This is an optimization exercise on Yosys and OpenROAD, whose aim is small area, not a production implementation. Only simulation tests tie the RTL to the original design; equivalence was not proved. Power figures rest on the tool's default switching activity, not on a simulated workload.

==> design/flow/design.v <==
module calculator_top (
    input clk,
    input reset,
    input [3:0] row,
    output [3:0] col,
    output [7:0] result,
    output [3:0] op_display
);
reg [1:0] cnt;
reg [3:0] key;
reg key_valid;
reg [1:0] state;
reg [3:0] a;
reg [2:0] op;
reg [7:0] res;
localparam S_IDLE = 2'd0, S_OP = 2'd1, S_B = 2'd2, S_CALC = 2'd3;
assign col = {cnt == 2'd3, cnt == 2'd2, cnt == 2'd1, cnt == 2'd0};
assign op_display = {op[2] | op[1], op};
assign result = res;
wire [1:0] r = row[0] ? 2'd0 : row[1] ? 2'd1 : row[2] ? 2'd2 : 2'd3;
wire digit = (key <= 4'd9);
wire hold_key = (state == S_B && key_valid && digit) || (state == S_CALC && !key_valid);
always @(posedge clk or posedge reset) begin
    if (reset) cnt <= 2'd0;
    else cnt <= cnt + 2'd1;
end
always @(posedge clk) begin
    key_valid <= |row;
    if (!hold_key) key <= {r, cnt};
    if (state == S_IDLE) a <= key;
end
wire [3:0] b = key;
wire [7:0] f;
alu_core u_alu (
    .a0(a[0]), .a1(a[1]), .a2(a[2]), .a3(a[3]),
    .s0(op[0]), .s1(op[1]), .s2(op[2]),
    .b0(b[0]), .b1(b[1]), .b2(b[2]), .b3(b[3]),
    .y0(f[0]), .y1(f[1]), .y2(f[2]), .y3(f[3]),
    .y4(f[4]), .y5(f[5]), .y6(f[6]), .y7(f[7])
);
always @(posedge clk or posedge reset) begin
    if (reset) begin
        state <= S_IDLE;
        op <= 3'd0;
        res <= 8'd0;
    end else if (key_valid) begin
        case (state)
            S_IDLE: if (digit) state <= S_OP;
            S_OP: if (key[3] && (key[2] || key[1])) begin
                op <= key[2:0];
                state <= S_B;
            end
            S_B: if (digit) state <= S_CALC;
            S_CALC: begin
                res <= f;
                state <= S_IDLE;
            end
        endcase
    end
end
endmodule
module alu_core ( 
    a0, a1, a2, a3, s0, s1, s2, b0, b1, b2, b3,
    y0, y1, y2, y3, y4, y5, y6, y7  );
  input  a0, a1, a2, a3, s0, s1, s2, b0, b1, b2, b3;
  output y0, y1, y2, y3, y4, y5, y6, y7;
  wire new_n20, new_n21, new_n22, new_n23, new_n24, new_n25, new_n26,
    new_n27, new_n28, new_n29, new_n30, new_n31, new_n32, new_n33, new_n34,
    new_n35, new_n36, new_n37, new_n38, new_n39, new_n40, new_n41, new_n42,
    new_n43, new_n44, new_n45, new_n46, new_n47, new_n48, new_n49, new_n50,
    new_n51, new_n52, new_n53, new_n54, new_n55, new_n56, new_n57, new_n58,
    new_n59, new_n60, new_n61, new_n62, new_n63, new_n64, new_n65, new_n66,
    new_n67, new_n68, new_n69, new_n70, new_n71, new_n72, new_n73, new_n74,
    new_n75, new_n76, new_n77, new_n78, new_n79, new_n80, new_n81, new_n82,
    new_n83, new_n84, new_n85, new_n86, new_n87, new_n88, new_n89, new_n90,
    new_n92, new_n93, new_n94, new_n95, new_n96, new_n97, new_n98, new_n99,
    new_n100, new_n101, new_n102, new_n103, new_n104, new_n105, new_n106,
    new_n107, new_n108, new_n109, new_n110, new_n111, new_n112, new_n113,
    new_n114, new_n115, new_n116, new_n117, new_n118, new_n119, new_n120,
    new_n121, new_n122, new_n123, new_n124, new_n125, new_n126, new_n127,
    new_n128, new_n129, new_n130, new_n131, new_n132, new_n133, new_n134,
    new_n135, new_n136, new_n137, new_n138, new_n139, new_n140, new_n141,
    new_n142, new_n143, new_n144, new_n145, new_n146, new_n147, new_n148,
    new_n149, new_n150, new_n151, new_n152, new_n153, new_n154, new_n156,
    new_n157, new_n158, new_n159, new_n160, new_n161, new_n162, new_n163,
    new_n164, new_n165, new_n166, new_n167, new_n168, new_n169, new_n170,
    new_n171, new_n172, new_n173, new_n174, new_n175, new_n176, new_n177,
    new_n178, new_n179, new_n180, new_n181, new_n182, new_n183, new_n184,
    new_n185, new_n186, new_n187, new_n189, new_n190, new_n191, new_n192,
    new_n193, new_n194, new_n195, new_n196, new_n197, new_n198, new_n199,
    new_n200, new_n201, new_n202, new_n203, new_n204, new_n205, new_n206,
    new_n207, new_n208, new_n209, new_n210, new_n211, new_n212, new_n214,
    new_n215, new_n216, new_n217, new_n218, new_n219, new_n220, new_n221,
    new_n222, new_n223, new_n224, new_n225, new_n226, new_n227, new_n229,
    new_n230, new_n231, new_n232, new_n233, new_n234, new_n235, new_n236,
    new_n237, new_n238, new_n239, new_n240, new_n241, new_n242, new_n243,
    new_n245, new_n246, new_n247, new_n248, new_n249, new_n250, new_n251,
    new_n252, new_n253, new_n254, new_n255, new_n256, new_n257, new_n259,
    new_n260, new_n261, new_n262, new_n263, new_n264, new_n265, new_n266;
  assign new_n20 = ~a0 & b0;
  assign new_n21 = s0 & ~s1;
  assign new_n22 = s2 & new_n21;
  assign new_n23 = ~s0 & s2;
  assign new_n24 = ~b1 & ~b3;
  assign new_n25 = ~b2 & new_n24;
  assign new_n26 = s1 & new_n23;
  assign new_n27 = new_n23 & new_n25;
  assign new_n28 = a0 & new_n26;
  assign new_n29 = ~new_n27 & ~new_n28;
  assign new_n30 = b0 & new_n22;
  assign new_n31 = new_n29 & ~new_n30;
  assign new_n32 = ~s1 & new_n23;
  assign new_n33 = a1 & ~b2;
  assign new_n34 = ~b0 & ~new_n33;
  assign new_n35 = b0 & new_n33;
  assign new_n36 = ~new_n34 & ~new_n35;
  assign new_n37 = a2 & b1;
  assign new_n38 = a1 & b1;
  assign new_n39 = a3 & b1;
  assign new_n40 = ~new_n38 & ~new_n39;
  assign new_n41 = a0 & ~new_n40;
  assign new_n42 = a1 & b2;
  assign new_n43 = ~a0 & ~new_n38;
  assign new_n44 = new_n42 & new_n43;
  assign new_n45 = ~b2 & new_n37;
  assign new_n46 = ~new_n44 & ~new_n45;
  assign new_n47 = ~new_n41 & new_n46;
  assign new_n48 = ~a1 & ~a2;
  assign new_n49 = a2 & b0;
  assign new_n50 = ~new_n48 & ~new_n49;
  assign new_n51 = ~new_n47 & ~new_n50;
  assign new_n52 = ~a1 & ~b1;
  assign new_n53 = ~new_n38 & ~new_n52;
  assign new_n54 = ~a2 & b2;
  assign new_n55 = ~new_n49 & ~new_n54;
  assign new_n56 = ~a0 & b2;
  assign new_n57 = b1 & ~new_n56;
  assign new_n58 = ~new_n55 & new_n57;
  assign new_n59 = ~b3 & ~new_n58;
  assign new_n60 = a3 & b3;
  assign new_n61 = ~new_n53 & new_n59;
  assign new_n62 = ~new_n60 & ~new_n61;
  assign new_n63 = ~new_n42 & new_n62;
  assign new_n64 = new_n36 & new_n51;
  assign new_n65 = ~new_n20 & ~new_n63;
  assign new_n66 = ~new_n64 & ~new_n65;
  assign new_n67 = a3 & b2;
  assign new_n68 = ~b0 & ~b1;
  assign new_n69 = new_n67 & ~new_n68;
  assign new_n70 = ~new_n54 & ~new_n66;
  assign new_n71 = ~new_n69 & ~new_n70;
  assign new_n72 = a0 & b0;
  assign new_n73 = ~a0 & ~b0;
  assign new_n74 = s0 & s1;
  assign new_n75 = s2 & new_n74;
  assign new_n76 = new_n38 & ~new_n72;
  assign new_n77 = a0 & b2;
  assign new_n78 = ~new_n49 & ~new_n77;
  assign new_n79 = new_n49 & new_n77;
  assign new_n80 = ~new_n78 & ~new_n79;
  assign new_n81 = ~new_n76 & ~new_n80;
  assign new_n82 = new_n76 & new_n80;
  assign new_n83 = ~new_n81 & ~new_n82;
  assign new_n84 = new_n75 & new_n83;
  assign new_n85 = ~new_n72 & ~new_n73;
  assign new_n86 = ~s2 & new_n85;
  assign new_n87 = ~new_n84 & ~new_n86;
  assign new_n88 = ~new_n20 & ~new_n31;
  assign new_n89 = new_n32 & ~new_n71;
  assign new_n90 = ~new_n88 & ~new_n89;
  assign y0 = ~new_n87 | ~new_n90;
  assign new_n92 = ~a3 & ~b3;
  assign new_n93 = ~new_n60 & ~new_n92;
  assign new_n94 = new_n72 & ~new_n93;
  assign new_n95 = a1 & ~new_n73;
  assign new_n96 = a2 & b2;
  assign new_n97 = a3 & b0;
  assign new_n98 = a0 & b3;
  assign new_n99 = new_n95 & new_n96;
  assign new_n100 = ~new_n98 & ~new_n99;
  assign new_n101 = ~new_n97 & new_n100;
  assign new_n102 = ~new_n38 & ~new_n72;
  assign new_n103 = ~new_n52 & ~new_n102;
  assign new_n104 = a2 & b3;
  assign new_n105 = new_n96 & new_n103;
  assign new_n106 = ~new_n104 & ~new_n105;
  assign new_n107 = ~new_n67 & new_n106;
  assign new_n108 = a1 & ~new_n59;
  assign new_n109 = ~new_n37 & ~new_n42;
  assign new_n110 = ~new_n108 & ~new_n109;
  assign new_n111 = a1 & a2;
  assign new_n112 = ~new_n48 & ~new_n111;
  assign new_n113 = ~a2 & ~a3;
  assign new_n114 = a0 & ~new_n113;
  assign new_n115 = new_n36 & ~new_n114;
  assign new_n116 = new_n77 & new_n112;
  assign new_n117 = ~b1 & new_n116;
  assign new_n118 = ~new_n47 & ~new_n115;
  assign new_n119 = ~new_n117 & ~new_n118;
  assign new_n120 = new_n112 & ~new_n119;
  assign new_n121 = new_n94 & new_n120;
  assign new_n122 = ~new_n94 & ~new_n101;
  assign new_n123 = new_n107 & new_n110;
  assign new_n124 = ~new_n122 & ~new_n123;
  assign new_n125 = ~new_n121 & new_n124;
  assign new_n126 = new_n75 & ~new_n125;
  assign new_n127 = ~a0 & ~s0;
  assign new_n128 = b0 & ~new_n127;
  assign new_n129 = a0 & s0;
  assign new_n130 = new_n128 & ~new_n129;
  assign new_n131 = new_n53 & new_n130;
  assign new_n132 = ~s2 & ~new_n131;
  assign new_n133 = ~new_n53 & ~new_n130;
  assign new_n134 = new_n132 & ~new_n133;
  assign new_n135 = a1 & b0;
  assign new_n136 = b1 & new_n129;
  assign new_n137 = new_n135 & ~new_n136;
  assign new_n138 = ~new_n135 & new_n136;
  assign new_n139 = ~new_n137 & ~new_n138;
  assign new_n140 = ~new_n22 & new_n29;
  assign new_n141 = ~new_n139 & ~new_n140;
  assign new_n142 = b0 & b1;
  assign new_n143 = new_n67 & ~new_n142;
  assign new_n144 = ~a1 & b0;
  assign new_n145 = ~new_n24 & ~new_n37;
  assign new_n146 = ~new_n144 & ~new_n145;
  assign new_n147 = b0 & ~new_n52;
  assign new_n148 = a3 & new_n147;
  assign new_n149 = ~new_n146 & ~new_n148;
  assign new_n150 = b2 & ~new_n143;
  assign new_n151 = ~new_n149 & ~new_n150;
  assign new_n152 = new_n32 & new_n151;
  assign new_n153 = ~new_n126 & ~new_n134;
  assign new_n154 = ~new_n141 & new_n153;
  assign y1 = new_n152 | ~new_n154;
  assign new_n156 = ~a2 & ~b2;
  assign new_n157 = ~new_n96 & ~new_n156;
  assign new_n158 = new_n20 & ~new_n53;
  assign new_n159 = ~a1 & b1;
  assign new_n160 = s0 & ~new_n159;
  assign new_n161 = ~s0 & ~new_n103;
  assign new_n162 = ~new_n158 & new_n160;
  assign new_n163 = ~new_n161 & ~new_n162;
  assign new_n164 = ~new_n157 & ~new_n163;
  assign new_n165 = new_n157 & new_n163;
  assign new_n166 = ~new_n164 & ~new_n165;
  assign new_n167 = new_n26 & ~new_n43;
  assign new_n168 = ~b2 & new_n167;
  assign new_n169 = new_n73 & new_n168;
  assign new_n170 = new_n60 & new_n72;
  assign new_n171 = ~new_n39 & ~new_n170;
  assign new_n172 = b2 & ~new_n103;
  assign new_n173 = a2 & new_n172;
  assign new_n174 = new_n171 & ~new_n173;
  assign new_n175 = ~new_n108 & new_n174;
  assign new_n176 = ~b0 & new_n32;
  assign new_n177 = ~new_n49 & ~new_n176;
  assign new_n178 = ~b2 & new_n39;
  assign new_n179 = new_n32 & new_n178;
  assign new_n180 = new_n29 & ~new_n179;
  assign new_n181 = ~new_n177 & ~new_n180;
  assign new_n182 = new_n22 & new_n83;
  assign new_n183 = new_n75 & ~new_n175;
  assign new_n184 = ~new_n182 & ~new_n183;
  assign new_n185 = ~new_n181 & new_n184;
  assign new_n186 = ~s2 & new_n166;
  assign new_n187 = new_n185 & ~new_n186;
  assign y2 = new_n169 | ~new_n187;
  assign new_n189 = new_n22 & ~new_n125;
  assign new_n190 = ~a2 & ~s0;
  assign new_n191 = a2 & s0;
  assign new_n192 = ~new_n190 & ~new_n191;
  assign new_n193 = b2 & new_n192;
  assign new_n194 = ~b2 & ~new_n192;
  assign new_n195 = ~new_n163 & ~new_n193;
  assign new_n196 = ~new_n194 & ~new_n195;
  assign new_n197 = ~new_n93 & ~new_n196;
  assign new_n198 = ~s2 & ~new_n197;
  assign new_n199 = new_n93 & new_n196;
  assign new_n200 = new_n198 & ~new_n199;
  assign new_n201 = ~b0 & new_n25;
  assign new_n202 = new_n32 & new_n201;
  assign new_n203 = a0 & ~new_n112;
  assign new_n204 = new_n57 & ~new_n203;
  assign new_n205 = ~new_n73 & new_n167;
  assign new_n206 = ~new_n29 & new_n97;
  assign new_n207 = new_n204 & new_n205;
  assign new_n208 = ~new_n206 & ~new_n207;
  assign new_n209 = new_n75 & ~new_n107;
  assign new_n210 = new_n208 & ~new_n209;
  assign new_n211 = ~new_n202 & new_n210;
  assign new_n212 = ~new_n189 & ~new_n200;
  assign y3 = ~new_n211 | ~new_n212;
  assign new_n214 = new_n22 & ~new_n175;
  assign new_n215 = new_n26 & ~new_n119;
  assign new_n216 = ~new_n214 & ~new_n215;
  assign new_n217 = ~a3 & ~s0;
  assign new_n218 = a3 & s0;
  assign new_n219 = ~new_n217 & ~new_n218;
  assign new_n220 = b3 & new_n219;
  assign new_n221 = ~new_n196 & ~new_n220;
  assign new_n222 = ~b3 & ~new_n219;
  assign new_n223 = ~s2 & ~new_n222;
  assign new_n224 = ~new_n221 & new_n223;
  assign new_n225 = ~new_n202 & ~new_n224;
  assign new_n226 = new_n60 & new_n75;
  assign new_n227 = new_n225 & ~new_n226;
  assign y4 = ~new_n216 | ~new_n227;
  assign new_n229 = ~s0 & ~s2;
  assign new_n230 = ~new_n225 & ~new_n229;
  assign new_n231 = ~new_n20 & new_n37;
  assign new_n232 = new_n36 & new_n231;
  assign new_n233 = ~new_n48 & new_n98;
  assign new_n234 = ~new_n111 & new_n233;
  assign new_n235 = ~new_n114 & ~new_n135;
  assign new_n236 = ~b1 & ~new_n235;
  assign new_n237 = ~new_n51 & ~new_n236;
  assign new_n238 = b2 & ~new_n237;
  assign new_n239 = ~new_n234 & ~new_n238;
  assign new_n240 = ~new_n232 & new_n239;
  assign new_n241 = new_n26 & ~new_n240;
  assign new_n242 = new_n22 & ~new_n107;
  assign new_n243 = ~new_n230 & ~new_n241;
  assign y5 = new_n242 | ~new_n243;
  assign new_n245 = new_n42 & ~new_n68;
  assign new_n246 = ~new_n98 & ~new_n235;
  assign new_n247 = new_n235 & ~new_n245;
  assign new_n248 = ~new_n246 & ~new_n247;
  assign new_n249 = ~b1 & new_n50;
  assign new_n250 = new_n77 & new_n249;
  assign new_n251 = ~b0 & new_n178;
  assign new_n252 = ~new_n51 & ~new_n248;
  assign new_n253 = ~new_n250 & new_n252;
  assign new_n254 = ~new_n251 & new_n253;
  assign new_n255 = new_n22 & new_n60;
  assign new_n256 = new_n26 & ~new_n254;
  assign new_n257 = ~new_n255 & ~new_n256;
  assign y6 = new_n230 | ~new_n257;
  assign new_n259 = b0 & new_n178;
  assign new_n260 = b3 & new_n50;
  assign new_n261 = ~new_n259 & ~new_n260;
  assign new_n262 = ~a0 & a2;
  assign new_n263 = new_n261 & ~new_n262;
  assign new_n264 = ~new_n245 & new_n263;
  assign new_n265 = ~new_n143 & new_n264;
  assign new_n266 = new_n205 & ~new_n265;
  assign y7 = new_n230 | new_n266;
endmodule
==> design/flow/flow/run.sh <==
#!/bin/bash
# Layout flow: the standard synthesis, then a re-mapping of the combinational logic
# for area (flip-flops untouched), then the standard ORFS flow from the new netlist.
set -euo pipefail
HERE=$(pwd)
R=$HERE/orfs/results/$FLOW_PLATFORM/calculator_top/base
YOSYS=$FLOW_HOME/../tools/install/yosys/bin/yosys
LIB=$FLOW_HOME/platforms/$FLOW_PLATFORM/lib/sky130_fd_sc_hd__tt_025C_1v80.lib

bash standard.sh synth > log_synth.log 2>&1
cp $R/1_2_yosys.v $HERE/netlist_std.v

DU=$(sed 's/^/-dont_use /' flow/dontuse.txt | tr '\n' ' ')
# several seeds of ABC's deep synthesis; keep the smallest result
best=""; bestA=1e12
for S in 1 2 3 4; do
  sed "s/SEED/$S/" flow/area.abc > area_$S.abc
  cat > resynth_$S.ys <<YS
read_liberty -ignore_miss_func $LIB
read_verilog $HERE/netlist_std.v
hierarchy -top $FLOW_TOP
setattr -mod -set keep_hierarchy 1 sky130_fd_sc_hd__df* sky130_fd_sc_hd__edf*
flatten
opt_clean -purge
abc -liberty $LIB $DU -script $HERE/area_$S.abc $FLOW_TOP
opt_clean -purge $FLOW_TOP
hilomap -singleton -hicell sky130_fd_sc_hd__conb_1 HI -locell sky130_fd_sc_hd__conb_1 LO $FLOW_TOP
insbuf -buf sky130_fd_sc_hd__buf_4 A X $FLOW_TOP
tee -o $HERE/resynth_stat_$S.txt stat -liberty $LIB $FLOW_TOP
select $FLOW_TOP
write_verilog -noattr -nohex -nodec -selected $HERE/netlist_area_$S.v
YS
  $YOSYS -s resynth_$S.ys > log_resynth_$S.log 2>&1 &
done
wait || true
for S in 1 2 3 4; do
  if [ -f netlist_area_$S.v ] && [ -f resynth_stat_$S.txt ]; then
    A=$(grep -i "chip area" resynth_stat_$S.txt | awk '{print $NF}')
    if python3 -c "import sys; sys.exit(0 if float('$A') < float('$bestA') else 1)"; then bestA=$A; best=$S; fi
  fi
done
echo "best seed $best area $bestA" > resynth_choice.txt
if [ -n "$best" ]; then cp netlist_area_$best.v netlist_area.v; else cp netlist_std.v netlist_area.v; fi

# keep the standard netlist if the re-mapping lost or renamed any flip-flop
grep "sky130_fd_sc_hd__\(df\|edf\)" netlist_std.v | sort > ff_std.txt
grep "sky130_fd_sc_hd__\(df\|edf\)" netlist_area.v | sort > ff_area.txt
if cmp -s ff_std.txt ff_area.txt; then
  cp netlist_area.v $R/1_2_yosys.v
  rm -f $R/1_synth.odb $R/1_synth.sdc
  bash standard.sh synth > log_synth_odb.log 2>&1
fi
export BUFFER_PORTS_ARGS="-buffer_cell sky130_fd_sc_hd__buf_1"
if [ -f flow/cts_args.txt ]; then export CTS_ARGS="$(cat flow/cts_args.txt)"; fi
bash standard.sh finish > log_finish.log 2>&1
==> design/flow/flow/area.abc <==
strash
&get -n
&deepsyn -T 90 -S SEED
&put
strash
&get -n
&dch -f
&nf -R 1000 -a
&put
topo
==> design/flow/flow/cts_args.txt <==
-buf_list sky130_fd_sc_hd__clkbuf_16 -root_buf sky130_fd_sc_hd__clkbuf_16 -dont_use_dummy_load -sink_clustering_size 30
==> design/flow/flow/dontuse.txt <==
sky130_fd_sc_hd__probe_p_8
sky130_fd_sc_hd__probec_p_8
sky130_fd_sc_hd__lpflow_bleeder_1
sky130_fd_sc_hd__lpflow_clkbufkapwr_1
sky130_fd_sc_hd__lpflow_clkbufkapwr_16
sky130_fd_sc_hd__lpflow_clkbufkapwr_2
sky130_fd_sc_hd__lpflow_clkbufkapwr_4
sky130_fd_sc_hd__lpflow_clkbufkapwr_8
sky130_fd_sc_hd__lpflow_clkinvkapwr_1
sky130_fd_sc_hd__lpflow_clkinvkapwr_16
sky130_fd_sc_hd__lpflow_clkinvkapwr_2
sky130_fd_sc_hd__lpflow_clkinvkapwr_4
sky130_fd_sc_hd__lpflow_clkinvkapwr_8
sky130_fd_sc_hd__lpflow_decapkapwr_12
sky130_fd_sc_hd__lpflow_decapkapwr_3
sky130_fd_sc_hd__lpflow_decapkapwr_4
sky130_fd_sc_hd__lpflow_decapkapwr_6
sky130_fd_sc_hd__lpflow_decapkapwr_8
sky130_fd_sc_hd__lpflow_inputiso0n_1
sky130_fd_sc_hd__lpflow_inputiso0p_1
sky130_fd_sc_hd__lpflow_inputiso1n_1
sky130_fd_sc_hd__lpflow_inputiso1p_1
sky130_fd_sc_hd__lpflow_inputisolatch_1
sky130_fd_sc_hd__lpflow_isobufsrc_1
sky130_fd_sc_hd__lpflow_isobufsrc_16
sky130_fd_sc_hd__lpflow_isobufsrc_2
sky130_fd_sc_hd__lpflow_isobufsrc_4
sky130_fd_sc_hd__lpflow_isobufsrc_8
sky130_fd_sc_hd__lpflow_isobufsrckapwr_16
sky130_fd_sc_hd__lpflow_lsbuf_lh_hl_isowell_tap_1
sky130_fd_sc_hd__lpflow_lsbuf_lh_hl_isowell_tap_2
sky130_fd_sc_hd__lpflow_lsbuf_lh_hl_isowell_tap_4
sky130_fd_sc_hd__lpflow_lsbuf_lh_isowell_4
sky130_fd_sc_hd__lpflow_lsbuf_lh_isowell_tap_1
sky130_fd_sc_hd__lpflow_lsbuf_lh_isowell_tap_2
sky130_fd_sc_hd__lpflow_lsbuf_lh_isowell_tap_4
sky130_fd_sc_hd__fill_1
sky130_fd_sc_hd__fill_2
sky130_fd_sc_hd__fill_4
sky130_fd_sc_hd__fill_8
==> design/flow/standard.sh <==
#!/bin/bash
# synth_recipe.tcl (not shown) runs the flow's synth.tcl, then flattens the netlist and writes it again
# the make line also repeats each setting of config.mk as NAME=value (left out here)
make -C /OpenROAD-flow-scripts/flow DESIGN_CONFIG=/design/flow/config.mk WORK_HOME=/design/flow/orfs CLKGATE_MAP_FILE= SYNTH_SCRIPT=/design/flow/synth_recipe.tcl "${@:-finish}"
==> design/flow/config.mk <==
export PLATFORM = sky130hd
export DESIGN_NAME = calculator_top
export DESIGN_NICKNAME = calculator_top
export VERILOG_FILES = /design/flow/design.v
export SDC_FILE = /design/flow/constraint.sdc
export NUM_CORES = 4
export LEC_CHECK = 0
export ABC_AREA = 1
export CAP_MARGIN = 20
export CORE_MARGIN = 2
export CORE_UTILIZATION = 40
export CTS_BUF_LIST = sky130_fd_sc_hd__clkbuf_8
export SLEW_MARGIN = 20
==> design/flow/constraint.sdc <==
create_clock -name core_clock -period 30.0 [get_ports {clk}]
set_input_delay 6.0000 -clock core_clock [delete_from_list [all_inputs] [get_ports {clk}]]
set_output_delay 6.0000 -clock core_clock [all_outputs]
set_load 0.01 [all_outputs]
==> impl_metrics.toml, run 1 <==
[min_path]
hold_class = "register to register"
min_from = "res[5]"
hold_end = "res[5]"
hold_depth = 2

[floorplan]
start_util_pct = 42.2
die_area_sq_um = 4810
rows = 23
ios = 22
dieWidth_microns = 69.4
die_h_microns = 69.4
coreArea_sq_um = 4060

[finish]
diodes = 0
fin_nets = 244
fin_util_pct = 45.5
drive_above_1_share_pct = 1.27
area_growth_pct = 7.83

[clocking]
clk_pin_slew_ps = 60
clock_path_buffers = 2
cts_hold_buffers = 0
clock_sink_count = 24
cts_resized = 0
cts_setup_buffers = 0
clock_latency_ps = 260
h-tree-depth = 1
cts_tree = "done"
numCtsBuffers = 3
clockRootBuffer = "clkbuf_16"

[worst_setup_path]
cp-start-kind = "register"
r2r_end = "res[5]"
r2r_cells = 11
r2r_slack_ps = 27030
crit_fanout = 14
cp.arrival_ps = 1190
crit_type = "register to primary output"
end_kind = "primary output"
cp.required_ps = 24000
reg2reg_from = "key[1]"

[detailed_routing]
num_vias = 1752
avgRoutedWirePerCell_microns = 16.0
viasPerCell = 6.13
first_pass_iters = 7
drt_iter0_drc = 237
drtAntennaViolNets = 0
totalWireLength_microns = 4560
drc = 0

[job]
cap_violations = 0

[sta]
setup_ws_ps = 22810
timing.final.crit_share_pct = 24.0
fmax_mhz = 139
min_period_ps = 7190
finalSetupViolations = 0
hold_violations = 0
rsz0062_at_grt = "no"
hold_slack_ps = 502
slew_headroom_pct = 58.2
tns_ps = 0
fin_worst_skew_ps = 3.79
worst_pin_slew_ps = 627
drv_slew = 0

[pwr]
vdd_drop_max_mv = 0.0502
powerDensity_nw_per_um2 = 106
p_leak_nw = 0.647

[run_status]
status = "timing/DRC/antenna clean"

[yosys]
netlist_area_sq_um = 1710
synth.avg_cell_area_sq_um = 7.67
synthCells = 223
yosys_warnings = 1
postSynthNetCount = 229

[global_route]
antenna_found_initial = 0
grtUsageTotal_pct = 18.7
grt_pass1_wl_microns = 7240
grt_pass1_vias = 1476
gr-total-overflow = 0
grt_max_degree = 20

[place]
portBuffers = 21
pre_cts_slack_ps = 23110
hpwl_microns = 3170
gp_congestion = 0.946
worst max path at each step:
| stage | from | endpoint | slack [ps] | cells after the start |
|---|---|---|---|---|
| 6_report | op[2] | op_display[3] | 22810 | 2 |
| 5_1_grt | op[2] | op_display[3] | 22760 | 2 |
| 4_1_cts | op[2] | op_display[3] | 22830 | 2 |
| 3_5_place_dp | op[2] | op_display[3] | 23110 | 2 |
| 3_3_place_gp | op[2] | op_display[3] | 23120 | 2 |
| 2_1_floorplan | op[2] | op_display[3] | 23250 | 1 |
cell type report:
class	count	area [sq um]
sequential	24	636
clock buffer	3	75.1
multi-input combinational	181	966
tap	50	62.6
inverter	7	26.3
fill	387	2210
timing repair buffer	21	78.8
layer usage:
layer,up-vias,global-route usage [%],routed length (microns)
li1,829,-,-
met1,792,25.2,1980
met2,109,30.0,2100
met3,22,3.05,317
met4,0,6.97,164
met5,-,0,0
flip-flops by register name, summed over array words and instances (netlist names):
name,cells
op,3
cnt,2
key_valid,1
key,4
state,2
res,8
a,4
power breakdown:
group | internal [mW] | switching, mW
Combinational | 0.0366 | 0.0563
Clock | 0.0176 | 0.0109
Sequential | 0.0485 | 0.0257
metrics by stage:
step           cell area (sq um)  power [mW]  std cells
2_1_floorplan               1710       0.145        223
3_3_place_gp                1770       0.166        283
3_5_place_dp                1770       0.164        283
4_1_cts                     1840       0.193        286
5_1_grt                     1840       0.210        286
6_report                    1840       0.196        286
worst max-delay path, stage by stage (launching register included):
cell and delay, ps:
dfrtp_1 530, or2_0 280, buf_1 130
placed cells by master, fill, tap and decap left out, types with 4 or more instances in the layout:
master and n:
or2_0 4, o21ai_0 16, nand2b_1 4, nor3_1 8, dfrtp_1 15, xor2_1 7, edfxtp_1 8, nor2_1 41
nand3_1 8, buf_1 21, nand2_1 28, a31oi_1 4, clkinv_1 7, a21oi_1 23
==> run 2: changes to the inputs <==
==> design/flow/flow/cts_args.txt (replaced) <==
-buf_list sky130_fd_sc_hd__clkbuf_8 -root_buf sky130_fd_sc_hd__clkbuf_8 -dont_use_dummy_load -sink_clustering_size 30 -sink_clustering_max_diameter 200
==> run 2 against run 1 <==
  * Still clean
  * Non-clock buffer count unchanged
  * Final area decreased by 1.8%
  * Worst setup slack improved by 1.4 ps
  * Maximum frequency about the same
  * Sequential share of layout area increased by 0.64 points
  * Die area unchanged
  * Sequential power decreased by 0.7%
  * Utilization decreased by 0.83 points
  * Area after synthesis unchanged
  * Cell count unchanged
  * Via count decreased by 3.1%
  * Count of clock-buffer cells in the layout unchanged
  * Largest cell class unchanged
==> impl_metrics.toml, run 2 <==
[floorplan]
coreArea_sq_um = 4060
die_h_microns = 69.4
die_area_sq_um = 4810
rows = 23
dieWidth_microns = 69.4
ios = 22
start_util_pct = 42.2

[finish]
area_growth_pct = 5.85
max_flop_register = "res"
final_common_cell = "nor2_1"
reg_top3 = "res: 8 flops, a: 4 flops, key: 4 flops"
fin_nets = 244
diodes = 0
drive_above_1_share_pct = 1.27
fin_util_pct = 44.6
largest_reg_flops = 8
finish.instance_area_sq_um = 1810
layout_common_cells = "nor2_1 (41), nand2_1 (28), a21oi_1 (23)"
fillers = 394

[detailed_routing]
drc = 0
num_vias = 1698
drtAntennaViolNets = 0
viasPerCell = 5.94
drt_iter0_drc = 177
first_pass_iters = 5
totalWireLength_microns = 4440
avgRoutedWirePerCell_microns = 15.5

[global_route]
grt_pass1_wl_microns = 7130
gr-total-overflow = 0
grt_pass1_vias = 1473
antenna_found_initial = 0
grtUsageTotal_pct = 18.3
grt_max_degree = 20

[worst_setup_path]
cp.required_ps = 24000
crit_chain = "or2_0 -> buf_1"
crit_fanout = 14
setup.worst_path.start = "op[2]"
r2r_cells = 11
cp.arrival_ps = 1190
crit_buf_inv = 1
r2r_end = "res[5]"
reg2reg_from = "key[1]"
crit_end = "op_display[3]"
crit_type = "register to primary output"
cp-start-kind = "register"
slowest_delay_ps = 530
path_depth = 2
path_delay_family = "flip-flops"
end_kind = "primary output"
cp_slowest_cell = "dfrtp_1"
r2r_slack_ps = 27050

[clocking]
clock_path_buffers = 2
clock_latency_ps = 270
cts_hold_buffers = 0
cts_resized = 0
clockRootBuffer = "clkbuf_8"
clock_sink_count = 24
clk_pin_slew_ps = 80
cts_tree = "done"
cts_setup_buffers = 0
numCtsBuffers = 3
h-tree-depth = 1

[sta]
finalSetupViolations = 0
tns_ps = 0
min_period_ps = 7190
hold_violations = 0
worst_pin_slew_ps = 614
slew_headroom_pct = 59.1
rsz0062_at_grt = "no"
fin_worst_skew_ps = 5.12
timing.final.crit_share_pct = 24.0
drv_slew = 0
fmax_mhz = 139

[pwr]
p_leak_nw = 0.631
combinationalPowerShare_pct = 50.0
p_int_mw = 0.0939
p_sw_mw = 0.0911
p_sw_share_pct = 49.2
pwr-share-seq_pct = 39.8
vdd_drop_max_mv = 0.0482
powerDensity_nw_per_um2 = 102
power_frac_clock_pct = 10.2

[place]
hpwl_microns = 3170
placed_area_sq_um = 1770
gp_congestion = 0.946
portBuffers = 21

[yosys]
yosys_warnings = 1
synthCells = 223
netlist_area_sq_um = 1710
synth.avg_cell_area_sq_um = 7.67
postSynthNetCount = 229

[job]
cap_violations = 0

[run_status]
status = "timing/DRC/antenna clean"

[min_path]
hold_class = "register to register"
-- run 2: worst register-to-register path, delay by kind of cell (launching register included) --
family	cells	cell delay, ps
AOI/OAI and AO/OA	6	1120
DFF	1	750
and+or+nand+nor	5	1000
-- run 2: metrics by stage --
| step | power (mW) | cells | setup WS [ps] | hold WS, ps |
|---|---|---|---|---|
| 3_5_place_dp | 0.164 | 283 | 23110 | 496 |
| 4_1_cts | 0.183 | 286 | 22810 | 517 |
| 3_3_place_gp | 0.166 | 283 | 23120 | 488 |
| 2_1_floorplan | 0.145 | 223 | 23250 | 471 |
| 5_1_grt | 0.199 | 286 | 22750 | 541 |
| 6_report | 0.185 | 286 | 22810 | 506 |
-- run 2: cell type report --
| type | instances | area [sq um] | share of cell area, % |
|---|---|---|---|
| Clock buffer | 3 | 41.3 | 2.28 |
| Tap cell | 50 | 62.6 | 3.46 |
| Sequential cell | 24 | 636 | 35.1 |
| Timing Repair Buffer | 21 | 78.8 | 4.35 |
| Multi-Input combinational cell | 181 | 966 | 53.4 |
| Inverter | 7 | 26.3 | 1.45 |
-- run 2: how the worst min path moves through the flow --
| stage | cells after the start | from | endpoint | slack (ps) |
|---|---|---|---|---|
| after floorplan | 1 | res[3] | res[3] | 470 |
| after global placement | 1 | res[2] | res[2] | 490 |
| after detailed placement | 1 | res[2] | res[2] | 500 |
| after CTS | 1 | res[3] | res[3] | 520 |
| after global routing | 1 | res[1] | res[1] | 540 |
| final | 2 | res[5] | res[5] | 510 |
-- run 2: power by group through the flow --
stage,Clock [mW],Sequential [mW],Combinational [mW]
4_1_cts,0.0195,0.0729,0.0909
5_1_grt,0.0207,0.0767,0.102
2_1_floorplan,0,0.0662,0.0792
3_5_place_dp,0,0.0735,0.0904
6_report,0.0189,0.0737,0.0925
3_3_place_gp,0,0.0733,0.0923
-- run 2: metal layers --
layer | vias to the layer above | track usage [%] | wire length [microns]
li1 | 826 | - | -
met1 | 764 | 24.2 | 1960
met2 | 90 | 29.8 | 2070
met3 | 18 | 3.05 | 269
met4 | 0 | 6.97 | 140
met5 | - | 0 | 0

re-timing with driven ports:
Ports are ideal in the flow. The routed layouts listed here were re-timed in OpenROAD.
Step 1 assumes that a clkbuf_16 drives the clock port and a buf_2 every other input.
Step 2 times the ports against the registers' clock, not the clock port: input delays grow and output delays shrink by t, the midpoint of the rising clock arrivals with the driver on.
a / b / c = ideal ports / drivers / drivers and shift; a / b = the first two.
run | shift t [ns] | setup slack, ns | latest minus earliest clock arrival (ns) | pins driven straight from the clock port
run 1 | 0.287 | 22.811 / 22.781 / 23.068 | 0.004 / 0.004 | 1
run 2 | 0.290 | 22.813 / 22.787 / 23.077 | 0.005 / 0.005 | 1
After both steps setup and hold are still met in every run listed.
